Background: an optimization exercise with open tools, aiming at small area, a short achievable clock period and few clock cycles per item. Do not read the settings as production practice.
The RTL was checked by simulation tests, not by an equivalence proof against the original design.

==> flow/design.v (outline; a module is shown in full before it is edited, if it fits) <==
// module mstep: 4398 lines
// module float64_mul: 196 lines
module float64_mul (
        ap_clk,
        ap_rst,
        ap_start,
        ap_done,
        ap_idle,
        ap_ready,
        a,
        b,
        ap_return
);
  // ...
==> flow/flow/run.sh <==
#!/bin/bash
# The standard layout (the standard.sh, unchanged synthesis), except that the port
# buffers that global placement inserts on every input and output are plain
# sky130_fd_sc_hd__buf_2 cells instead of the delay buffers buffer_ports picks by default.
set -euo pipefail
export BUFFER_PORTS_ARGS="-buffer_cell sky130_fd_sc_hd__buf_2"
bash standard.sh finish > orfs_make.log 2>&1
==> flow/standard.sh <==
#!/bin/bash
# synth_recipe.tcl (not shown) runs the flow's synth.tcl, then flattens the netlist and writes it again
# the make line also repeats each setting of config.mk as NAME=value (left out here)
make -C /OpenROAD-flow-scripts/flow DESIGN_CONFIG=/design/flow/config.mk WORK_HOME=/design/flow/orfs CLKGATE_MAP_FILE= SYNTH_SCRIPT=/design/flow/synth_recipe.tcl "${@:-finish}"
==> flow/config.mk <==
export PLATFORM = sky130hd
export DESIGN_NAME = float64_mul
export DESIGN_NICKNAME = float64_mul
export VERILOG_FILES = /design/flow/design.v
export SDC_FILE = /design/flow/constraint.sdc
export NUM_CORES = 4
export LEC_CHECK = 0
export CAP_MARGIN = 25
export CORE_MARGIN = 2
export CORE_UTILIZATION = 45
export PLACE_DENSITY = 0.65
export SETUP_SLACK_MARGIN = 2.75
export SLEW_MARGIN = 25
==> flow/constraint.sdc <==
create_clock -name core_clock -period 10.0 [get_ports {ap_clk}]
set_input_delay 2.0000 -clock core_clock [delete_from_list [all_inputs] [get_ports {ap_clk}]]
set_output_delay 2.0000 -clock core_clock [all_outputs]
set_load 0.01 [all_outputs]
==> impl_metrics.py, run 1 <==
metrics = {
    "sta": {
        "slew_violations": 0,
        "setup_viol": 0,
        "fin_crit_ns": 7.32,
    },
    "placement": {
        "placed_cells": 6228,
        "dp_hpwl_um": 148000,
        "pre_cts_ws_ns": 1.58,
        "place_area_um2": 43800,
    },
    "synthesis": {
        "synth_top_family_by_area": "adder cells",
        "avgSynthCellArea_um2": 8.18,
        "synth_nets": 5940,
        "synth-compound-area-share_pct": 23.4,
    },
    "routing": {
        "first_iter_violations": 6670,
        "met3_length_um": 29800,
        "detail_route.wl_per_cell_um": 30.5,
        "dr_wl_met2_um": 79500,
    },
    "finish": {
        "finalInstanceArea_um2": 47700,
        "largest_register_ffs": 72,
        "largest_registers": "acc_s: 72 flops, acc_c: 71 flops",
        "nets": 5922,
        "clk_share_pct": 1.86,
        "finish.utilization_pct": 51.2,
        "seq_area_share_pct": 11.0,
    },
    "worst_hold_path": {
        "hold_start": "acc_s[7]",
    },
    "floorplanning": {
        "die_w_um": 310,
        "start_util_pct": 45.3,
    },
    "worst_setup_path": {
        "crit_start": "acc_s[7]",
        "slowest_delay_ns": 0.40,
    },
    "global_route": {
        "grt_pass1_vias": 40500,
    },
    "outcome": {
        "status": "complete, no violations",
    },
}
Testbench counts, summed over its fixed seeds: cycles 9,600, items 2,400.
==> inputs of run 2 (changes only) <==
--- a/flow/config.mk
+++ b/flow/config.mk
@@ -10,4 +10,4 @@
 export CORE_UTILIZATION = 45
 export PLACE_DENSITY = 0.65
-export SETUP_SLACK_MARGIN = 2.75
+export SETUP_SLACK_MARGIN = 3.0
 export SLEW_MARGIN = 25
==> run 2 against run 1 <==
Area after synthesis did not move. Die area unchanged. Core utilization grew 0.91 points. Via count is 1.4% higher. Synthesized cell count unchanged. Wire length rose by 2.1%. Global-route usage up 0.79 points. Hold slack got worse by 0.018 ns.
==> impl_metrics.py, run 2 <==
metrics = {
    "routing": {
        "vias": 44200,
        "first_iter_violations": 7336,
        "detail_route.wl_per_cell_um": 30.9,
        "wl_met1_um": 77300,
        "dr_wl_met2_um": 80400,
        "drt_first_pass_iters": 9,
        "routed_wl_um": 199000,
        "drtAntennaViolNets": 0,
        "highest_layer": "met5",
        "met3_length_um": 30300,
        "drc": 0,
        "vias_per_cell": 6.87,
    },
    "worst_setup_path": {
        "cp-end-kind": "primary output",
        "r2r_start": "state[2]",
        "crit_path_max_fanout": 7,
        "r2r_slack_ns": 3.13,
        "reg2regPathDepth": 18,
        "arrival_ns": 5.27,
        "cp.required_ns": 8.00,
        "worst_r2r_endpoint": "acc_s[24]",
        "startpoint_type": "flop",
        "path_class": "flop to primary output",
    },
    "global_route": {
        "grt_max_degree": 86,
        "grt_pass1_wl_um": 284000,
        "antenna_found_initial": 17,
        "grt_pass1_vias": 40800,
        "grt_overflow": 0,
        "grt_util_all_layers_pct": 39.8,
    },
    "synthesis": {
        "synth_fa_ha_area_share_pct": 28.0,
        "yosys.area_share.simple_pct": 16.2,
        "syn-cell-area_um2": 42100,
        "synth_nets": 5940,
        "synth_area_leaders": "fa_1 (23%), xnor2_1 (11%), dfxtp_1 (8.8%)",
        "ys_seq_area_share_pct": 12.3,
        "synth-compound-area-share_pct": 23.4,
        "ys_types": 102,
        "syn_inst": 5150,
        "ys_seq_elements": 234,
        "synth.most_common_cell": "xnor2_1",
        "synthXorXnorAreaFrac_pct": 12.3,
        "ys.flop_type": "dfxtp_1",
        "avgSynthCellArea_um2": 8.18,
        "ys_warn_count": 1,
        "synth_common_cells": "xnor2_1 (525), fa_1 (476), nor2_1 (450), nand2_1 (422), a21oi_1 (342)",
        "synth-edff-count": 49,
        "synth_top_area_share_pct": 22.6,
        "synth_top_family_by_area": "adder cells",
        "synth_top_cell_by_area": "fa_1",
        "synth.area.mux_share_pct": 0.861,
        "synthArstFlopShare_pct": 0,
    },
    "worst_hold_path": {
        "hold-path-endpoint": "acc_s[6]",
        "worstHoldPathCells": 2,
        "hold_start": "acc_s[7]",
        "worst_hold_path_type": "flop to flop",
    },
    "placement": {
        "dp_hpwl_um": 149000,
        "placed_cells": 6231,
        "numPortBuffers": 197,
        "globalplace.congestion": 1.04,
    },
    "finish": {
        "final_layout_size_suffix_gt1_share_pct": 18.3,
        "regMostFlops": "acc_s",
        "final_common_cell": "xnor2_1",
        "layoutNonFillerInstCount": 6438,
        "nets": 5950,
        "largest_register_ffs": 72,
        "largest_registers": "acc_s: 72 flops, acc_c: 71 flops",
        "fillerInstances": 8879,
        "final_cell_mix": "xnor2_1 (511), fa_1 (475), nor2_1 (424), nand2_1 (407), a21oi_1 (288)",
        "synthToLayoutAreaGrowth_pct": 15.1,
    },
    "floorplanning": {
        "start_util_pct": 45.3,
        "design.die.area_um2": 96100,
        "die_y_um": 310,
        "core_um2": 93000,
        "io_pins": 198,
        "die_w_um": 310,
        "rows": 112,
    },
    "clock_tree": {
        "path_clk_slew_ns": 0.07,
        "clk_path_buf_depth": 3,
        "clock_latency_ns": 0.59,
        "clockRootBuffer": "clkbuf_16",
        "clock_sinks": 234,
        "htreeDepth": 1,
        "numCtsBuffers": 27,
        "cts_tree": "done",
    },
    "sta": {
        "fin_hold_ws_ns": 0.467,
        "rsz0062_at_grt": "true",
        "fmax_mhz": 138,
        "fin_setup_tns_ns": 0,
        "slew_violations": 0,
        "final.setup_skew_ns": 0.0252,
        "setup_viol": 0,
        "final-hold-violation-count": 0,
        "slew_headroom_pct": 23.5,
        "fin_crit_sh_pct": 72.7,
        "worst_pin_slew_ns": 1.14,
        "fin_crit_ns": 7.27,
    },
    "job": {
        "maxCapViolations": 0,
    },
    "outcome": {
        "status": "complete, no violations",
    },
}
-- run 2: cell types whose count changed in the layout (fill, tap and decap cells not counted), sizes merged, moves of 2 or more --
cell    before  now
buf        389  417
clkinv       8    6
diode        1    4
clkbuf      40   43
-- run 2: cells by family (layout without fill, tap and decap cells) --
group | count (synthesis) | after routing
AO/OA/AOI/OAI | 1423 | 1424
XOR/XNOR | 592 | 592
adder cells (fa/ha/maj) | 659 | 659
buffers and inverters | 759 | 782
flip-flops | 234 | 234
multiplexers | 36 | 36
other | 0 | 4
AND/OR/NAND/NOR | 1447 | 1453
-- run 2: timing repair --
action                                  in CTS  in global routing
hold endpoints to repair                     0                  0
endpoints found under the setup margin     177                132
pin swaps                                   83                 91
hold buffers                                 0                  0
buffers inserted                            85                 57
gates resized for setup                    333                184
cloned                                       5                  5
-- run 2: area by class of cell --
class	count	area [um^2]	share of cell area [%]
Multi-Input combinational cell	4164	36800	75.8
Sequential cell	234	5220	10.7
Timing Repair Buffer	420	2910	6.00
Tap cell	1254	1570	3.23
Inverter	313	1180	2.43
Clock buffer	40	800	1.65
Clock inverter	9	82.6	0.170
Antenna cell	4	10.0	0.0206
-- run 2: through the flow --
stage          cell area, um^2  worst slack, ns  util [%]
3_3_place_gp             43800             1.73      47.1
5_1_grt                  48500             2.65      52.1
4_1_cts                  47100             2.87      50.6
6_report                 48500             2.73      52.2
3_5_place_dp             43800             1.57      47.1
2_1_floorplan            42200             3.05         -
-- run 2: worst max path at each step --
stage          startpoint             to  slack, ns  cells after the start
4_1_cts          acc_c[0]  ap_return[58]       2.87                     22
3_3_place_gp     acc_s[0]  ap_return[53]       1.73                     22
5_1_grt          acc_c[0]  ap_return[46]       2.65                     21
6_report         acc_c[0]  ap_return[46]       2.73                     21
2_1_floorplan    state[2]      acc_s[24]       3.05                     22
3_5_place_dp     acc_s[0]  ap_return[53]       1.57                     22
-- run 2: per-layer routing --
layer / track usage [%] / vias to the layer above
met2: 56.7 / 3534
met4: 16.5 / 16
met5: 0.556 / -
li1: - / 18400
met3: 12.9 / 648
met1: 55.1 / 21600
-- run 2: critical path, stage by stage (launching register included) --
cell and delay [ns]:
dfxtp_2 0.35, ha_4 0.14, inv_2 0.04, fa_2 0.34, nand2b_4 0.16, a21oi_4 0.17, buf_6 0.13, o21a_4 0.18
nor4_2 0.07, nor4b_2 0.29, buf_4 0.18, ha_4 0.15, nand2_4 0.05, or3_4 0.41, nor3b_4 0.24, buf_6 0.16
nand4_1 0.19, or2_1 0.33, or3b_4 0.39, a31oi_4 0.36, o22ai_1 0.14, buf_2 0.19
==> module float64_mul, before the edit <==
module float64_mul (
        ap_clk,
        ap_rst,
        ap_start,
        ap_done,
        ap_idle,
        ap_ready,
        a,
        b,
        ap_return
);
input   ap_clk;
input   ap_rst;
input   ap_start;
output  ap_done;
output  ap_idle;
output  ap_ready;
input  [63:0] a;
input  [63:0] b;
output [63:0] ap_return;
localparam [2:0] S_IDLE = 3'd0, S_IT1 = 3'd1, S_IT2 = 3'd2, S_FIN = 3'd3, S_SLOW = 3'd4, S_IT0 = 3'd5,
                 S_SPC = 3'd6;
wire        sa = a[63];
wire        sb = b[63];
wire [10:0] ea = a[62:52];
wire [10:0] eb = b[62:52];
wire [51:0] fa = a[51:0];
wire [51:0] fb = b[51:0];
wire        zs = sa ^ sb;
wire a_ez = (ea == 11'd0);
wire b_ez = (eb == 11'd0);
wire a_em = (ea == 11'h7ff);
wire b_em = (eb == 11'h7ff);
wire a_fz = (fa == 52'd0);
wire b_fz = (fb == 52'd0);
wire a_nan  = a_em & ~a_fz;
wire b_nan  = b_em & ~b_fz;
wire a_snan = a_nan & ~fa[51];
wire b_snan = b_nan & ~fb[51];
wire a_inf  = a_em & a_fz;
wire b_inf  = b_em & b_fz;
wire a_zero = a_ez & a_fz;
wire b_zero = b_ez & b_fz;
wire sp_nan  = a_nan | b_nan;
wire sp_nanb = sp_nan & (b_snan | (b_nan & ~a_snan));
wire sp_nana = sp_nan & ~sp_nanb;
wire sp_dnan = ~sp_nan & ((a_inf & b_zero) | (b_inf & a_zero));
wire sp_inf  = ~sp_nan & ~sp_dnan & (a_inf | b_inf);
wire sp_zero = ~sp_nan & ~(a_inf | b_inf) & (a_zero | b_zero | (a_ez & b_ez));
wire special = sp_nan | sp_dnan | sp_inf | sp_zero;
reg k_nanb, k_nana, k_dnan, k_inf;
always @(posedge ap_clk) begin
    k_nanb <= sp_nanb;
    k_nana <= sp_nana;
    k_dnan <= sp_dnan;
    k_inf  <= sp_inf;
end
wire [63:0] special_val = k_nanb ? (b | 64'h0008_0000_0000_0000) :
                          k_nana ? (a | 64'h0008_0000_0000_0000) :
                          k_dnan ? 64'h7FFF_FFFF_FFFF_FFFF :
                          k_inf  ? {zs, 11'h7ff, 52'd0} : {zs, 63'd0};
wire [11:0] esum = {1'b0, ea[10:1], ea[0] | a_ez} + {1'b0, eb[10:1], eb[0] | b_ez};
wire fast = ~a_ez & ~b_ez & (esum >= 12'd1024) & (esum <= 12'd3068);
reg  [2:0]  state;
reg  [72:0] acc_s;
reg  [72:0] acc_c;
reg  [17:0] ch0;          
reg  [17:0] ch1;          
reg  [12:0] e;            
reg         fast_r;       
reg  [10:0] ebase_r;
reg  [10:0] ebase1_r;
reg  [10:0] ebase2_r;
wire st_idle = (state == S_IDLE);
wire st_it1  = (state == S_IT1);
wire st_it2  = (state == S_IT2);
wire st_fin  = (state == S_FIN);
wire st_slow = (state == S_SLOW);
wire st_it0  = (state == S_IT0);
wire st_spc  = (state == S_SPC);
wire first   = st_idle | st_it0;
reg bhid_r;
reg asub;
always @(posedge ap_clk) bhid_r <= ~b_ez;
wire [52:0] sig_a = {~asub, fa};
wire [56:0] ywin  = {3'b000, bhid_r, fb, 1'b0};
wire [18:0] w     = st_it2 ? ywin[54:36] : st_it1 ? ywin[36:18] : ywin[18:0];
wire [18:0] rsum  = {1'b0, acc_s[17:0]} + {1'b0, acc_c[17:0]};
wire [54:0] as_in = first ? 55'd0 : acc_s[72:18];
wire [54:0] ac_in = first ? 55'd0 : acc_c[72:18];
wire        cin   = ~first & rsum[18];
wire [72:0] ts, tc;
wire        inj   = st_it2 & fast_r;
mstep u_step (.x(sig_a), .w(w), .first(first), .as_in(as_in), .ac_in(ac_in), .cin(cin),
              .inj(inj), .ts(ts), .tc(tc));
wire [69:0]  hi   = acc_s[69:0] + acc_c[69:0];
wire [105:0] y    = {hi, ch1, ch0};
wire [105:0] r    = {acc_s[69:0], ch1, ch0};
wire r_top   = r[105];
wire e_gt1   = ~e[12] & (e > 13'd1);
wire e_lt1   = e[12] | (e == 13'd0);
wire e_vlow  = e[12] & (e < 13'h1fc8);          
wire slow_done = ~(~r_top & e_gt1) & ~e_lt1;
wire slow_ovf  = ~e[12] & (e >= 13'd2047);
wire shl = ~r_top & e_gt1;
wire redo = a_ez & ~asub;
always @(posedge ap_clk) begin
    if (ap_rst | (st_slow & slow_done))
        asub <= 1'b0;
    else if (st_fin & redo)
        asub <= 1'b1;
end
always @(posedge ap_clk) begin
    if (ap_rst) begin
        state <= S_IDLE;
    end else begin
        case (state)
        S_IDLE: if (ap_start) state <= special ? S_SPC : S_IT1;
        S_SPC:  state <= S_IDLE;
        S_IT0:  state <= S_IT1;
        S_IT1:  state <= S_IT2;
        S_IT2:  state <= S_FIN;
        S_FIN:  state <= fast_r ? S_IDLE : (redo ? S_IT0 : S_SLOW);
        default: if (slow_done) state <= S_IDLE;
        endcase
    end
end
reg [105:0] r_next;
always @(*) begin
    if (shl)
        r_next = {r[104:0], 1'b0};
    else if (e_vlow)
        r_next = 106'd1;
    else
        r_next = {1'b0, r[105:2], r[1] | r[0]};
end
always @(posedge ap_clk) begin
    if (st_slow) begin
        acc_s <= {3'b000, r_next[105:36]};
        acc_c <= 73'd1 << 15;
    end else if (st_fin) begin
        acc_s <= {3'b000, hi};
        acc_c <= 73'd1 << 15;
    end else begin
        acc_s <= ts;
        acc_c <= tc;
    end
end
always @(posedge ap_clk) begin
    if (st_slow) begin
        ch0 <= r_next[17:0];
        ch1 <= r_next[35:18];
    end else begin
        if (st_it1) ch0 <= rsum[17:0];
        if (st_it2) ch1 <= rsum[17:0];
    end
end
always @(posedge ap_clk) begin
    fast_r  <= fast;
    ebase_r <= esum[10:0] - 11'd1023;
    ebase1_r <= esum[10:0] - 11'd1022;
    ebase2_r <= esum[10:0] - 11'd1021;
end
always @(posedge ap_clk) begin
    if (st_fin)
        e <= {1'b0, esum} - 13'd1022;
    else if (st_slow) begin
        if (shl)
            e <= e - 13'd1;
        else if (e_vlow)
            e <= 13'd1;
        else if (e_lt1)
            e <= e + 13'd1;
    end
end
wire        t     = y[105] | st_slow;
wire [14:0] zx    = acc_s[14:0] ^ acc_c[14:0];
wire [14:0] zo    = {acc_s[13:0] | acc_c[13:0], 1'b0};
wire        z50   = ~|{zx ^ zo, ch1, ch0};
wire        inc1  = y[52] & y[51];
wire [52:0] m1    = {1'b0, y[104:53]} + {52'd0, inc1};
wire        co1   = m1[52];
wire [51:0] mant1 = {m1[51:1], m1[0] & ~(inc1 & z50)};
wire [51:0] mant0 = {y[103:53], y[52] & ~(z50 & ~y[51])};
wire [10:0] em1   = e[10:0] - 11'd1;
wire [10:0] ep1   = e[10:0] + 11'd1;
wire [10:0] exp1s = (y[105] & co1) ? ep1 : (y[105] | co1) ? e[10:0] : em1;
wire [10:0] exp1  = st_slow ? exp1s : (co1 ? ebase2_r : ebase1_r);
wire [62:0] rounded = t ? {exp1, mant1} : {ebase_r, mant0};
assign ap_return = st_spc ? special_val :
                   (st_slow & slow_ovf) ? {zs, 11'h7ff, 52'd0} :
                   {zs, rounded};
assign ap_ready = ap_start & (st_spc | (st_fin & fast_r) | (st_slow & slow_done));
assign ap_idle  = ~ap_start;
assign ap_done  = ap_ready | ap_idle;
endmodule
==> inputs of run 3 (changes only) <==
--- a/flow/design.v
+++ b/flow/design.v
@@ -4468,6 +4468,4 @@
 reg         fast_r;       
 reg  [10:0] ebase_r;
-reg  [10:0] ebase1_r;
-reg  [10:0] ebase2_r;
 wire st_idle = (state == S_IDLE);
 wire st_it1  = (state == S_IT1);
@@ -4557,6 +4555,4 @@
     fast_r  <= fast;
     ebase_r <= esum[10:0] - 11'd1023;
-    ebase1_r <= esum[10:0] - 11'd1022;
-    ebase2_r <= esum[10:0] - 11'd1021;
 end
 always @(posedge ap_clk) begin
@@ -4584,5 +4580,7 @@
 wire [10:0] ep1   = e[10:0] + 11'd1;
 wire [10:0] exp1s = (y[105] & co1) ? ep1 : (y[105] | co1) ? e[10:0] : em1;
-wire [10:0] exp1  = st_slow ? exp1s : (co1 ? ebase2_r : ebase1_r);
+wire [10:0] ebase1 = ebase_r + 11'd1;
+wire [10:0] ebase2 = ebase_r + 11'd2;
+wire [10:0] exp1  = st_slow ? exp1s : (co1 ? ebase2 : ebase1);
 wire [62:0] rounded = t ? {exp1, mant1} : {ebase_r, mant0};
 assign ap_return = st_spc ? special_val :
--- a/flow/config.mk
+++ b/flow/config.mk
@@ -9,5 +9,4 @@
 export CORE_MARGIN = 2
 export CORE_UTILIZATION = 45
-export PLACE_DENSITY = 0.65
-export SETUP_SLACK_MARGIN = 3.0
+export SETUP_SLACK_MARGIN = 2.5
 export SLEW_MARGIN = 25
==> run 3 against run 2 <==
Critical endpoint is now ap_return[56]. Count of clock-buffer cells in the layout is 5 lower. Flip-flop and latch count is 21 lower. Core utilization is 1.7 points lower. Worst setup slack worse by 0.36 ns. Clock skew is 0.0052 ns higher. Largest cell class unchanged. Register-to-register slack worse by 0.43 ns. Critical path depth is 1 lower. Design area is 4.8% lower. Wire length is 1.6% lower. Highest routed layer unchanged. Sequential share of layout area is 0.41 points lower. Synthesized cell count is 1.5% lower. Hold slack better by 0.039 ns. Critical path type unchanged.
==> impl_metrics.py, run 3 <==
metrics = {
    "floorplanning": {
        "io_pins": 198,
        "core_um2": 91500,
        "die_y_um": 308,
        "start_util_pct": 45.4,
        "design.die.area_um2": 94800,
        "die_w_um": 308,
        "rows": 111,
    },
    "routing": {
        "vias": 42600,
        "drc": 0,
        "vias_per_cell": 6.86,
        "routed_wl_um": 196000,
        "drtAntennaViolNets": 0,
        "first_iter_violations": 7237,
        "detail_route.wl_per_cell_um": 31.5,
        "drt_first_pass_iters": 7,
    },
    "clock_tree": {
        "htreeDepth": 1,
        "numCtsBuffers": 27,
        "clock_sinks": 213,
        "clock_latency_ns": 0.59,
        "clk_path_buf_depth": 3,
        "clockRootBuffer": "clkbuf_16",
        "cts_tree": "done",
        "path_clk_slew_ns": 0.06,
    },
    "worst_hold_path": {
        "hold-path-endpoint": "acc_s[15]",
        "hold_start": "acc_s[14]",
        "worstHoldPathCells": 2,
        "worst_hold_path_type": "flop to flop",
    },
    "placement": {
        "globalplace.congestion": 1.11,
        "numPortBuffers": 197,
        "place_area_um2": 43100,
        "dp_hpwl_um": 151000,
    },
    "sta": {
        "fin_crit_sh_pct": 76.3,
        "fin_setup_tns_ns": 0,
        "final-hold-violation-count": 0,
        "slew_headroom_pct": 18.7,
        "fmax_mhz": 131,
        "rsz0062_at_grt": "true",
        "setup_viol": 0,
        "slew_violations": 0,
        "fin_crit_ns": 7.63,
        "final.setup_skew_ns": 0.0305,
        "worst_pin_slew_ns": 1.22,
    },
    "finish": {
        "final_layout_size_suffix_gt1_share_pct": 15.5,
        "synthToLayoutAreaGrowth_pct": 11.2,
        "nets": 5801,
        "fillerInstances": 8809,
        "final_common_cell": "xnor2_1",
        "final_cell_mix": "xnor2_1 (536), fa_1 (475), nand2_1 (393), nor2_1 (390), a21oi_1 (295)",
        "regMostFlops": "acc_s",
        "largest_registers": "acc_s: 72 flops, acc_c: 71 flops",
        "largest_register_ffs": 72,
        "finish.utilization_pct": 50.5,
        "finalInstanceArea_um2": 46200,
    },
    "worst_setup_path": {
        "cp-end-kind": "primary output",
        "r2r_start": "state[1]",
        "reg2regPathDepth": 20,
        "cp.required_ns": 8.00,
        "r2r_slack_ns": 2.70,
        "crit_path_max_fanout": 4,
        "arrival_ns": 5.63,
        "startpoint_type": "flop",
        "path_class": "flop to primary output",
        "worst_r2r_endpoint": "acc_s[26]",
    },
    "synthesis": {
        "synth.most_common_cell": "xnor2_1",
        "synthArstFlopShare_pct": 0,
        "synth-compound-area-share_pct": 23.6,
        "synth_top_cell_by_area": "fa_1",
        "synth_top_area_share_pct": 22.9,
        "synthXorXnorAreaFrac_pct": 13.0,
        "syn_inst": 5075,
        "ys_warn_count": 1,
        "ys_types": 105,
        "synth.area.mux_share_pct": 0.831,
        "synth_common_cells": "xnor2_1 (549), fa_1 (476), nor2_1 (414), nand2_1 (404), a21oi_1 (339)",
        "ys_seq_elements": 213,
        "synth_top_family_by_area": "adder cells",
        "synth_area_leaders": "fa_1 (23%), xnor2_1 (12%), dfxtp_1 (7.9%)",
        "ys_seq_area_share_pct": 11.4,
        "synth_fa_ha_area_share_pct": 28.4,
        "yosys.area_share.simple_pct": 15.8,
        "ys.flop_type": "dfxtp_1",
        "syn-cell-area_um2": 41500,
        "synth-edff-count": 49,
        "avgSynthCellArea_um2": 8.19,
        "synth_nets": 5865,
    },
    "global_route": {
        "grt.busiest_layer": "met2",
        "antenna_found_initial": 5,
        "grt_overflow": 0,
        "grt_util_all_layers_pct": 40.1,
        "grt_pass1_vias": 39900,
        "met3_usage_pct": 15.6,
        "grt_pass1_wl_um": 281000,
        "grt_use_met2_pct": 56.4,
        "grt_max_degree": 82,
        "grt.met1_usage_pct": 55.4,
    },
    "job": {
        "maxCapViolations": 0,
    },
    "outcome": {
        "status": "complete, no violations",
    },
}
[run 3: cell types whose count changed in the layout (fill, tap and decap cells not counted), sizes merged, moves of 18 or more]
cell   delta
nor3     +22
o22ai    -18
o21ai    +23
nand2    -20
xnor2    +25
a31oi    -19
dfxtp    -21
nor2     -36
buf      -74
[run 3: how the worst max path moves through the flow]
stage             start  slack (ns)  depth (start not counted)            end
2_1_floorplan  state[2]        2.67                         23      acc_s[25]
3_3_place_gp   acc_s[9]        1.45                         20  ap_return[54]
3_5_place_dp   acc_s[9]        1.44                         20  ap_return[55]
4_1_cts        acc_c[0]        2.42                         20  ap_return[56]
5_1_grt        acc_c[0]        2.31                         20  ap_return[56]
6_report       acc_c[0]        2.37                         20  ap_return[56]
[run 3: layout make-up]
| cell class | instances | area, um^2 | share of cell area, % |
|---|---|---|---|
| diodes | 2 | 5.00 | 0.0108 |
| clock buffers | 35 | 746 | 1.61 |
| flip-flops and latches | 213 | 4780 | 10.3 |
| multi-input cells | 4121 | 35700 | 77.3 |
| well taps | 1186 | 1480 | 3.21 |
| inverters | 305 | 1160 | 2.50 |
| repair buffers | 343 | 2220 | 4.80 |
| clock inverters | 12 | 113 | 0.244 |
[run 3: per-stage QoR]
| stage | std cells | setup slack, ns | hold slack, ns |
|---|---|---|---|
| after floorplan | 5075 | 2.67 | 0.473 |
| after global placement | 6085 | 1.45 | 0.493 |
| after detailed placement | 6085 | 1.44 | 0.498 |
| after CTS | 6175 | 2.42 | 0.509 |
| after global routing | 6215 | 2.31 | 0.535 |
| final | 6217 | 2.37 | 0.507 |
[run 3: worst max-delay path: stages, from the launching register on]
cell	delay (ns)
dfxtp_2	0.35
ha_4	0.14
inv_2	0.04
fa_2	0.36
nand2b_4	0.17
a21o_4	0.22
a2111o_1	0.54
a211oi_4	0.42
o21ai_0	0.15
nor3b_4	0.21
a2111oi_4	0.25
nand4_1	0.16
or4_4	0.48
nor4_4	0.30
buf_6	0.16
buf_6	0.11
mux2i_1	0.21
xor2_1	0.26
nand2_1	0.12
a31oi_1	0.24
buf_2	0.16
[run 3: what timing repair did]
action / 4_1_cts / 5_1_grt
hold buffers: 0 / 0
cloned: 2 / 2
pin swaps: 47 / 51
setup buffers: 41 / 37
resized for setup: 190 / 152
endpoints found under the setup margin: 150 / 135
hold endpoints to repair: 0 / 0
[run 3: metal layers]
metal,wire [um],vias to the layer above
met5,79,-
met2,78200,3250
met1,78200,20900
met4,8950,6
met3,30700,507
li1,-,18000
[run 3: cell families after synthesis]
| logic type | count (synthesis) |
|---|---|
| compound gates | 1410 |
| simple gates | 1397 |
| buf+inv | 745 |
| fa+ha+maj | 659 |
| xor+xnor | 617 |
| flops | 213 |
| mux | 34 |
Testbench counts of run 3, summed over its fixed seeds: cycles 9,600, items 2,400.
==> inputs of run 4 (changes only) <==
--- a/flow/config.mk
+++ b/flow/config.mk
@@ -9,4 +9,5 @@
 export CORE_MARGIN = 2
 export CORE_UTILIZATION = 45
-export SETUP_SLACK_MARGIN = 2.5
+export PLACE_DENSITY = 0.65
+export SETUP_SLACK_MARGIN = 2.75
 export SLEW_MARGIN = 25
==> run 4 against run 3 <==
Critical path depth shrank 3. Critical path type unchanged. Synthesized cell count did not move. Global-route usage increased by 0.94 points. Hold slack got worse by 0.0052 ns. Count of clock-buffer cells in the layout rose by 4. Clock skew is 0.014 ns lower. Via count up 2.5%. Critical endpoint is now ap_return[58]. Fmax rose by 1.5%.
==> impl_metrics.py, run 4 <==
metrics = {
    "synthesis": {
        "syn-cell-area_um2": 41500,
        "synthXorXnorAreaFrac_pct": 13.0,
        "ys.flop_type": "dfxtp_1",
        "syn_inst": 5075,
        "synth.area.mux_share_pct": 0.831,
        "synthArstFlopShare_pct": 0,
        "synth_fa_ha_area_share_pct": 28.4,
        "synth_area_leaders": "fa_1 (23%), xnor2_1 (12%), dfxtp_1 (7.9%)",
        "ys_types": 105,
        "synth_top_area_share_pct": 22.9,
        "ys_seq_area_share_pct": 11.4,
        "synth-edff-count": 49,
        "ys_seq_elements": 213,
        "synth_top_family_by_area": "adder cells",
        "synth_nets": 5865,
        "avgSynthCellArea_um2": 8.19,
        "synth_common_cells": "xnor2_1 (549), fa_1 (476), nor2_1 (414), nand2_1 (404), a21oi_1 (339)",
        "yosys.area_share.simple_pct": 15.8,
        "ys_warn_count": 1,
        "synth-compound-area-share_pct": 23.6,
        "synth_top_cell_by_area": "fa_1",
        "synth.most_common_cell": "xnor2_1",
    },
    "sta": {
        "setup_viol": 0,
        "fin_crit_sh_pct": 75.1,
        "fin_crit_ns": 7.51,
        "worst_pin_slew_ns": 1.06,
        "slew_violations": 0,
        "fin_setup_tns_ns": 0,
        "setup_ws_ns": 2.49,
        "fmax_mhz": 133,
        "rsz0062_at_grt": "true",
        "final-hold-violation-count": 0,
        "final.setup_skew_ns": 0.0169,
        "slew_headroom_pct": 29.2,
    },
    "outcome": {
        "status": "complete, no violations",
    },
    "placement": {
        "pre_cts_ws_ns": 1.62,
        "globalplace.congestion": 1.08,
        "place_area_um2": 43100,
        "numPortBuffers": 197,
        "dp_hpwl_um": 153000,
    },
    "global_route": {
        "grt_util_all_layers_pct": 41.0,
        "grt_pass1_wl_um": 287000,
        "grt_overflow": 0,
        "grt_pass1_vias": 40700,
        "grt_max_degree": 88,
        "antenna_found_initial": 14,
    },
    "finish": {
        "finish.utilization_pct": 52.1,
        "largest_registers": "acc_s: 72 flops, acc_c: 71 flops",
        "largest_register_ffs": 72,
        "finalInstanceArea_um2": 47700,
        "final_layout_size_suffix_gt1_share_pct": 18.7,
        "final_common_cell": "xnor2_1",
        "regMostFlops": "acc_s",
        "synthToLayoutAreaGrowth_pct": 14.8,
        "final_cell_mix": "xnor2_1 (534), fa_1 (475), nand2_1 (387), nor2_1 (385), a21oi_1 (287)",
        "nets": 5880,
    },
    "routing": {
        "first_iter_violations": 7381,
        "routed_wl_um": 202000,
        "highest_layer": "met5",
        "drt_first_pass_iters": 7,
        "dr_wl_met2_um": 80800,
        "detail_route.wl_per_cell_um": 32.0,
        "drtAntennaViolNets": 0,
        "vias": 43700,
        "drc": 0,
        "wl_met1_um": 77600,
        "vias_per_cell": 6.93,
        "met3_length_um": 31700,
    },
    "floorplanning": {
        "design.die.area_um2": 94800,
        "start_util_pct": 45.4,
        "die_y_um": 308,
        "rows": 111,
        "core_um2": 91500,
        "die_w_um": 308,
        "io_pins": 198,
    },
    "worst_hold_path": {
        "worst_hold_path_type": "flop to flop",
    },
    "worst_setup_path": {
        "arrival_ns": 5.51,
        "r2r_slack_ns": 2.82,
        "crit_path_max_fanout": 10,
        "worst_r2r_endpoint": "acc_s[29]",
        "crit_start": "acc_s[51]",
        "reg2regPathDepth": 19,
        "cp-end-kind": "primary output",
        "path_class": "flop to primary output",
        "startpoint_type": "flop",
        "crit_end": "ap_return[58]",
        "r2r_start": "state[0]",
        "cp.required_ns": 8.00,
    },
    "clock_tree": {
        "path_clk_slew_ns": 0.07,
        "cts_tree": "done",
        "numCtsBuffers": 27,
        "clk_path_buf_depth": 3,
        "postCtsHoldBufs": 0,
        "clock_sinks": 213,
        "clockRootBuffer": "clkbuf_16",
        "htreeDepth": 1,
        "clock_latency_ns": 0.59,
    },
    "job": {
        "maxCapViolations": 0,
    },
}
-- run 4: final cells by class --
type	count	area, um^2
Antenna cell	9	22.5
Clock buffer	39	785
Clock inverter	10	146
Fill cell	8619	43800
Inverter	305	1150
Multi-Input combinational cell	4123	36400
Sequential cell	213	4790
Tap cell	1186	1480
Timing Repair Buffer	420	2880
-- run 4: metrics by stage --
step	hold slack [ns]	instances
after global placement	0.499	6092
after CTS	0.515	6226
after detailed placement	0.501	6092
after floorplan	0.473	5075
after global routing	0.537	6297
final	0.501	6305
-- run 4: critical path: stages (launching register included) --
cell and delay (ns):
dfxtp_1 0.53, ha_2 0.42, a21oi_1 0.20, o21ai_0 0.22, a21o_1 0.26, a31oi_1 0.60, nor2_1 0.14, a311oi_2 0.34
nand3_1 0.22, or4_4 0.51, nor4_4 0.30, buf_6 0.17, buf_6 0.13, mux2i_2 0.22, xor2_1 0.23, a21oi_2 0.11
a21oi_2 0.18, buf_2 0.14
-- run 4: kinds of logic after synthesis --
| logic type | count (synthesis) |
|---|---|
| DFF | 213 |
| muxes | 34 |
| and+or+nand+nor | 1397 |
| xor gates and xnor gates | 617 |
| buffers and inverters | 745 |
| AOI/OAI and AO/OA | 1410 |
| adders and majority gates | 659 |
-- run 4: worst min path at each step --
stage / cells after the start / to / startpoint / slack [ns]
6_report: 2 / acc_s[3] / acc_s[2] / 0.50
5_1_grt: 2 / acc_s[3] / acc_s[2] / 0.54
4_1_cts: 2 / acc_s[7] / acc_s[6] / 0.51
3_5_place_dp: 2 / acc_s[7] / acc_s[8] / 0.50
3_3_place_gp: 2 / acc_s[1] / acc_s[0] / 0.50
2_1_floorplan: 2 / acc_s[15] / acc_s[14] / 0.47
-- run 4: layer usage --
metal	vias to the layer above	GRT usage, %
li1	18200	-
met1	21400	56.1
met2	3524	57.8
met3	614	14.9
met4	8	17.7
met5	-	0
-- run 4: what timing repair did --
| action | 4_1_cts | 5_1_grt |
|---|---|---|
| setup buffers | 82 | 67 |
| resized for setup | 280 | 249 |
| endpoints found under the setup margin | 155 | 144 |
| pin swaps | 76 | 87 |
| gates cloned | 3 | 3 |
==> inputs of run 5 (changes only) <==
--- a/flow/design.v
+++ b/flow/design.v
@@ -4492,5 +4492,5 @@
 wire [69:0]  hi   = acc_s[69:0] + acc_c[69:0];
 wire [105:0] y    = {hi, ch1, ch0};
-wire [105:0] r    = {acc_s[69:0], ch1, ch0};
+wire [105:0] r    = y;
 wire r_top   = r[105];
 wire e_gt1   = ~e[12] & (e > 13'd1);
@@ -4524,5 +4524,7 @@
 reg [105:0] r_next;
 always @(*) begin
-    if (shl)
+    if (st_fin)
+        r_next = r;
+    else if (shl)
         r_next = {r[104:0], 1'b0};
     else if (e_vlow)
@@ -4532,10 +4534,7 @@
 end
 always @(posedge ap_clk) begin
-    if (st_slow) begin
+    if (st_fin | st_slow) begin
         acc_s <= {3'b000, r_next[105:36]};
-        acc_c <= 73'd1 << 15;
-    end else if (st_fin) begin
-        acc_s <= {3'b000, hi};
-        acc_c <= 73'd1 << 15;
+        acc_c <= 73'd0;
     end else begin
         acc_s <= ts;
@@ -4572,8 +4571,8 @@
 wire [14:0] zo    = {acc_s[13:0] | acc_c[13:0], 1'b0};
 wire        z50   = ~|{zx ^ zo, ch1, ch0};
-wire        inc1  = y[52] & y[51];
+wire        inc1  = st_slow ? (y[52] & (y[53] | y[51] | ~z50)) : (y[52] & y[51]);
 wire [52:0] m1    = {1'b0, y[104:53]} + {52'd0, inc1};
 wire        co1   = m1[52];
-wire [51:0] mant1 = {m1[51:1], m1[0] & ~(inc1 & z50)};
+wire [51:0] mant1 = {m1[51:1], m1[0] & ~(inc1 & z50 & ~st_slow)};
 wire [51:0] mant0 = {y[103:53], y[52] & ~(z50 & ~y[51])};
 wire [10:0] em1   = e[10:0] - 11'd1;
==> flow/flow/run.sh (replaced) <==
#!/bin/bash
# The standard layout (the standard.sh, unchanged synthesis), except that the port
# buffers that global placement inserts on every input and output are plain
# sky130_fd_sc_hd__buf_4 cells instead of the delay buffers buffer_ports picks by default.
set -euo pipefail
export BUFFER_PORTS_ARGS="-buffer_cell sky130_fd_sc_hd__buf_4"
bash standard.sh finish > orfs_make.log 2>&1
==> flow/config.mk (replaced) <==
export PLATFORM = sky130hd
export DESIGN_NAME = float64_mul
export DESIGN_NICKNAME = float64_mul
export VERILOG_FILES = /design/flow/design.v
export SDC_FILE = /design/flow/constraint.sdc
export NUM_CORES = 4
export LEC_CHECK = 0
export CAP_MARGIN = 30
export CORE_MARGIN = 2
export CORE_UTILIZATION = 40
export SETUP_SLACK_MARGIN = 2.5
export SLEW_MARGIN = 30
==> run 5 against run 4 <==
Clock skew grew 0.045 ns. Count of clock-buffer cells in the layout shrank 3. Hold slack improved by 0.056 ns. Design area is 0.70% higher. Worst setup slack lost 0.016 ns. Wire length rose by 2.6%. Synthesized cell count rose by 0.93%. Die area is 13% higher. Register-to-register slack worse by 0.19 ns. Non-clock buffer count decreased by 25. Critical endpoint is now ap_return[54].
==> impl_metrics.py, run 5 <==
metrics = {
    "clock_tree": {
        "clock_latency_ns": 0.64,
        "path_clk_slew_ns": 0.06,
        "htreeDepth": 1,
        "clk_path_buf_depth": 3,
        "clockRootBuffer": "clkbuf_16",
        "numCtsBuffers": 29,
        "cts_tree": "done",
        "clock_sinks": 213,
    },
    "worst_setup_path": {
        "path_cells": "ha_4 -> fa_2 -> a211oi_4 -> o211a_4 -> o22ai_4 -> o211ai_1 -> a31oi_1 -> and4b_2 -> nand4b_1 -> or4_4 -> nor4_4 -> buf_6 -> buf_4 -> and3_4 -> mux2i_2 -> xor2_1 -> nor3_1 -> a211oi_1 -> buf_4",
        "path_class": "flop to primary output",
        "cp.required_ns": 8.00,
        "reg2regPathDepth": 16,
        "crit_path_max_fanout": 4,
        "cp-end-kind": "primary output",
        "r2r_slack_ns": 2.63,
        "cpMostUsedCell": "buf_4",
        "startpoint_type": "flop",
        "crit_path_top_delay_cell": "or4_4",
        "arrival_ns": 5.53,
        "worst_r2r_endpoint": "acc_c[22]",
        "slowest_delay_ns": 0.48,
        "r2r_start": "state[1]",
    },
    "placement": {
        "pre_cts_ws_ns": 1.13,
        "globalplace.congestion": 1.06,
        "dp_hpwl_um": 161000,
        "place_area_um2": 44000,
        "numPortBuffers": 197,
        "placed_cells": 6324,
    },
    "synthesis": {
        "ys.flop_type": "dfxtp_1",
        "ys_seq_area_share_pct": 11.4,
        "ys_seq_elements": 213,
        "synth_top_cell_by_area": "fa_1",
        "synthArstFlopShare_pct": 0,
        "ys_types": 96,
        "avgSynthCellArea_um2": 8.14,
        "synth_area_leaders": "fa_1 (23%), xnor2_1 (11%), dfxtp_1 (7.9%)",
        "synth_common_cells": "xnor2_1 (533), fa_1 (476), nor2_1 (449), nand2_1 (394), clkbuf_1 (349)",
        "synth.most_common_cell": "xnor2_1",
        "syn_inst": 5122,
        "syn-cell-area_um2": 41700,
        "synth_nets": 5912,
        "synth-edff-count": 49,
        "ys_warn_count": 1,
        "synth_top_area_share_pct": 22.9,
    },
    "worst_hold_path": {
        "worstHoldPathCells": 2,
        "worst_hold_path_type": "flop to flop",
        "hold_start": "asub",
        "hold-path-endpoint": "asub",
    },
    "routing": {
        "drc": 0,
        "detail_route.wl_per_cell_um": 31.8,
        "vias_per_cell": 6.69,
        "first_iter_violations": 6451,
        "routed_wl_um": 207000,
        "drtAntennaViolNets": 0,
        "vias": 43500,
        "drt_first_pass_iters": 6,
    },
    "finish": {
        "regMostFlops": "acc_s",
        "fillerInstances": 10200,
        "final_common_cell": "xnor2_1",
        "largest_registers": "acc_s: 72 flops, acc_c: 71 flops",
        "regArea_um2": 4770,
        "final_cell_mix": "xnor2_1 (518), fa_1 (475), nor2_1 (424), nand2_1 (376), buf_4 (373)",
        "largest_register_ffs": 72,
        "final_layout_size_suffix_gt1_share_pct": 16.7,
        "finalInstanceArea_um2": 48000,
        "multi_input_area_um2": 36100,
        "layoutNonFillerInstCount": 6499,
        "nets": 5883,
        "synthToLayoutAreaGrowth_pct": 15.2,
    },
    "sta": {
        "fmax_mhz": 133,
        "setup_ws_ns": 2.47,
        "worst_pin_slew_ns": 1.12,
        "fin_crit_sh_pct": 75.3,
        "fin_setup_tns_ns": 0,
        "slew_headroom_pct": 24.8,
        "slew_violations": 0,
        "setup_viol": 0,
        "rsz0062_at_grt": "true",
        "final.setup_skew_ns": 0.0622,
        "final-hold-violation-count": 0,
        "fin_crit_ns": 7.53,
    },
    "global_route": {
        "grt_max_degree": 75,
        "grt_pass1_vias": 41200,
        "antenna_found_initial": 11,
        "grt_util_all_layers_pct": 37.4,
        "grt_overflow": 0,
        "grt_pass1_wl_um": 295000,
    },
    "floorplanning": {
        "start_util_pct": 40.3,
        "core_um2": 103000,
        "rows": 118,
        "io_pins": 198,
        "die_y_um": 327,
        "die_w_um": 327,
        "design.die.area_um2": 107000,
    },
    "job": {
        "maxCapViolations": 0,
    },
    "outcome": {
        "status": "complete, no violations",
    },
}
==> run 5: cell count changes in the layout (fill, tap and decap cells not counted), moves of 16 or more <==
cell,before,now
xnor2_1,534,518
buf_4,184,373
o221ai_1,5,35
buf_6,27,10
nor3_1,63,96
inv_1,250,268
a21oi_1,287,319
nor2_1,385,424
o21ai_0,151,122
buf_2,197,1
nand3_1,146,94
a21oi_2,42,26
a31oi_1,36,75
==> run 5: area by class of cell <==
class	count	area share, %
Antenna cell	3	0.0156
Tap cell	1380	3.59
Timing Repair Buffer	395	6.56
Sequential cell	213	9.93
Clock inverter	18	0.495
Inverter	322	2.52
Multi-Input combinational cell	4132	75.2
Clock buffer	36	1.67
==> run 5: critical path, delay by kind of cell, from the launching register on <==
| kind | cells | cell delay [ns] |
|---|---|---|
| compound gates | 6 | 1.52 |
| buf+inv | 3 | 0.49 |
| mux | 1 | 0.22 |
| simple gates | 6 | 1.61 |
| xor+xnor | 1 | 0.18 |
| flops | 1 | 0.34 |
| fa+ha+maj | 2 | 0.55 |
==> run 5: repair_timing <==
item                                    CTS  global route
buffers inserted                         59            53
resized for setup                       235           159
endpoints found under the setup margin  138           122
pin swaps                                63            59
gates cloned                              2             1
hold buffers                              0             0
==> run 5: worst max path at each step <==
stage,depth (start not counted),start,slack [ns],end
after global routing,20,acc_s[9],2.36,ap_return[54]
after global placement,20,acc_s[0],1.26,ap_return[52]
after detailed placement,20,acc_s[0],1.13,ap_return[52]
after CTS,20,acc_c[22],2.41,ap_return[59]
after floorplan,22,state[2],2.79,acc_c[22]
final,19,acc_c[0],2.47,ap_return[54]
==> run 5: logic make-up after synthesis <==
logic type	Yosys count	synth area share [%]
mux	26	0.633
fa+ha+maj	659	28.3
compound gates	1448	24.1
flops	213	11.4
buf+inv	780	7.20
simple gates	1398	15.7
xor+xnor	598	12.6
==> run 5: stage by stage <==
stage | hold slack (ns) | util, %
global route | 0.584 | 46.4
global placement | 0.530 | 42.5
finish | 0.557 | 46.4
detailed placement | 0.542 | 42.5
floorplan | 0.536 | -
CTS | 0.551 | 45.2
==> run 5: metal layers <==
layer	global-route usage [%]	up-vias	part of all wire, %
met5	0.177	-	0.0043
met4	17.6	2	5.7
met3	11.4	471	14
met2	52.8	3207	41
met1	51.8	21600	40
li1	-	18200	-
Testbench counts of run 5, summed over its fixed seeds: cycles 9,600, items 2,400.
==> inputs of run 6 (changes only) <==
--- a/flow/config.mk
+++ b/flow/config.mk
@@ -8,5 +8,6 @@
 export CAP_MARGIN = 30
 export CORE_MARGIN = 2
-export CORE_UTILIZATION = 40
+export CORE_UTILIZATION = 45
+export PLACE_DENSITY = 0.65
 export SETUP_SLACK_MARGIN = 2.5
 export SLEW_MARGIN = 30
==> run 6 against run 5 <==
Clock skew down 0.021 ns. Area after synthesis unchanged. Highest routed layer unchanged. Fmax down 0.85%. Synthesized cell count unchanged. Critical path type unchanged. Wire length down 0.70%. Count of clock-buffer cells in the layout down 4. Global-route usage up 4.6 points. Via count up 1.0%. Non-clock buffer count down 1.
==> impl_metrics.py, run 6 <==
metrics = {
    "synthesis": {
        "synth-compound-area-share_pct": 24.1,
        "synthArstFlopShare_pct": 0,
        "synth.area.mux_share_pct": 0.633,
        "synth_top_family_by_area": "adder cells",
        "ys_warn_count": 1,
        "yosys.area_share.simple_pct": 15.7,
        "ys_types": 96,
        "synthXorXnorAreaFrac_pct": 12.6,
        "synth-edff-count": 49,
        "ys_seq_elements": 213,
        "synth_top_cell_by_area": "fa_1",
        "synth_top_area_share_pct": 22.9,
        "ys_seq_area_share_pct": 11.4,
        "synth_area_leaders": "fa_1 (23%), xnor2_1 (11%), dfxtp_1 (7.9%)",
        "synth_fa_ha_area_share_pct": 28.3,
        "synth.most_common_cell": "xnor2_1",
        "avgSynthCellArea_um2": 8.14,
        "synth_nets": 5912,
        "synth_common_cells": "xnor2_1 (533), fa_1 (476), nor2_1 (449), nand2_1 (394), clkbuf_1 (349)",
        "syn_inst": 5122,
        "syn-cell-area_um2": 41700,
        "ys.flop_type": "dfxtp_1",
    },
    "floorplanning": {
        "rows": 111,
        "core_um2": 91800,
        "io_pins": 198,
        "design.die.area_um2": 95100,
        "die_y_um": 308,
        "die_w_um": 308,
        "start_util_pct": 45.4,
    },
    "worst_setup_path": {
        "startpoint_type": "flop",
        "path_class": "flop to primary output",
        "crit_path_max_fanout": 8,
        "cp-end-kind": "primary output",
        "arrival_ns": 5.59,
        "cp.required_ns": 8.00,
    },
    "global_route": {
        "grt_pass1_wl_um": 292000,
        "grt_overflow": 0,
        "grt_max_degree": 101,
        "grt_util_all_layers_pct": 42.0,
        "antenna_found_initial": 9,
        "grt_pass1_vias": 41300,
    },
    "sta": {
        "fin_crit_ns": 7.59,
        "final-hold-violation-count": 0,
        "slew_violations": 0,
        "fin_crit_sh_pct": 75.9,
        "setup_viol": 0,
        "fmax_mhz": 132,
        "final.setup_skew_ns": 0.0407,
        "fin_setup_tns_ns": 0,
        "rsz0062_at_grt": "true",
        "slew_headroom_pct": 26.7,
        "worst_pin_slew_ns": 1.09,
    },
    "routing": {
        "detail_route.wl_per_cell_um": 32.3,
        "routed_wl_um": 206000,
        "vias_per_cell": 6.91,
        "drc": 0,
        "vias": 43900,
        "dr_wl_met2_um": 79700,
        "drtAntennaViolNets": 0,
        "first_iter_violations": 7424,
        "met3_length_um": 35700,
        "drt_first_pass_iters": 6,
        "highest_layer": "met5",
        "wl_met1_um": 79400,
    },
    "placement": {
        "placed_cells": 6194,
        "numPortBuffers": 197,
        "globalplace.congestion": 1.07,
        "dp_hpwl_um": 161000,
    },
    "finish": {
        "largest_register_ffs": 72,
        "final_cell_mix": "xnor2_1 (516), fa_1 (475), nor2_1 (425), nand2_1 (379), buf_4 (370)",
        "final_common_cell": "xnor2_1",
        "regMostFlops": "acc_s",
        "finish.utilization_pct": 51.8,
        "nets": 5880,
        "synthToLayoutAreaGrowth_pct": 13.9,
        "fillerInstances": 8805,
        "multi_input_area_um2": 35900,
        "regArea_um2": 4770,
        "layoutNonFillerInstCount": 6356,
        "final_layout_size_suffix_gt1_share_pct": 16.4,
        "largest_registers": "acc_s: 72 flops, acc_c: 71 flops",
    },
    "worst_hold_path": {
        "worst_hold_path_type": "flop to flop",
    },
    "clock_tree": {
        "clockRootBuffer": "clkbuf_16",
        "clock_latency_ns": 0.61,
        "htreeDepth": 1,
        "path_clk_slew_ns": 0.06,
        "postCtsHoldBufs": 0,
        "numCtsBuffers": 27,
        "clk_path_buf_depth": 3,
        "clock_sinks": 213,
        "cts_tree": "done",
    },
    "outcome": {
        "status": "complete, no violations",
    },
    "job": {
        "maxCapViolations": 0,
    },
}
-- run 6: cells by family (layout without fill, tap and decap cells) --
logic type	after synthesis	in the layout
other	0	3
DFF	213	213
muxes	26	26
and+or+nand+nor	1398	1401
adders and majority gates	659	659
buffers and inverters	780	765
AOI/OAI and AO/OA	1448	1448
xor gates and xnor gates	598	598
-- run 6: metrics by stage --
stage / cell area (um^2) / setup slack (ns) / hold slack, ns
4_1_cts: 46400 / 2.49 / 0.550
6_report: 47500 / 2.41 / 0.555
3_3_place_gp: 43900 / 1.59 / 0.529
2_1_floorplan: 41700 / 2.79 / 0.536
5_1_grt: 47500 / 2.40 / 0.586
3_5_place_dp: 43900 / 1.47 / 0.536
-- run 6: layer usage --
layer / vias to the layer above / global-route usage [%]
met5: - / 1.60
met1: 21500 / 57.8
met4: 16 / 15.5
met2: 3605 / 57.4
met3: 577 / 18.4
li1: 18200 / -
-- run 6: critical path: stages (launching register included) --
cell and delay (ns):
dfxtp_1 0.53, ha_1 0.42, a21oi_1 0.24, o21ai_0 0.24
a21oi_2 0.34, o311ai_2 0.17, o2bb2ai_2 0.22, xor2_2 0.22
nand3b_1 0.32, or4_4 0.57, or4b_4 0.58, buf_6 0.15
nor2_4 0.14, a311oi_1 0.12, a21oi_2 0.32, o22ai_2 0.19
buf_4 0.22
-- run 6: area by class of cell --
type | count | area share, %
antenna | 3 | 0.0158
multi-input combinational | 4132 | 75.7
tap | 1243 | 3.27
timing repair buffer | 394 | 6.59
clock buffer | 32 | 1.48
clock inverter | 17 | 0.387
inverter | 322 | 2.55
sequential | 213 | 10.0
-- run 6: worst paths after layout --
| kind | cells after the start | to | startpoint | slack, ns |
|---|---|---|---|---|
| min | 2 | asub | asub | 0.56 |
| max reg2reg | 20 | acc_s[55] | state[0] | 2.57 |
| min reg2reg | 2 | asub | asub | 0.56 |
| max | 16 | ap_return[41] | acc_s[39] | 2.41 |
-- run 6: timing repair --
action                                  4_1_cts  5_1_grt
buffers inserted                             62       43
endpoints found under the setup margin       61      109
gates resized for setup                     215      152
pin swaps                                    64       67
cloned                                        2        1

## static timing again, ports no longer ideal
No port has a modelled driver above. Below, the same layouts with a new extraction and two added sets of constraints.
Step 1 (the two cells are an assumption about what drives the block):
set clk [get_ports {ap_clk}]
set_driving_cell -lib_cell sky130_fd_sc_hd__clkbuf_16 $clk
set_driving_cell -lib_cell sky130_fd_sc_hd__buf_2 [delete_from_list [all_inputs] $clk]
Step 2 times the ports against the registers' clock, not the clock port: input delays grow and output delays shrink by t, the midpoint of the rising clock arrivals with the driver on.
Three values: ideal, step 1, step 2; two values: the first two.
| run | t (ns) | slack for setup (ns) | cell pins on the clock port's net |
|---|---|---|---|
| run 1 | 0.634 | 2.682 / 2.622 / 2.091 | 1 |
| run 2 | 0.634 | 2.735 / 2.676 / 2.434 | 1 |
| run 3 | 0.629 | 2.375 / 2.319 / 2.017 | 1 |
| run 4 | 0.635 | 2.490 / 2.437 / 2.327 | 1 |
| run 5 | 0.677 | 2.474 / 2.406 / 2.205 | 1 |
| run 6 | 0.643 | 2.409 / 2.350 / 2.019 | 1 |
After both steps every run listed still meets setup and hold. The setup slack of run 1, which loses most, moves by -0.060 ns with the drivers and by -0.591 ns with both steps.
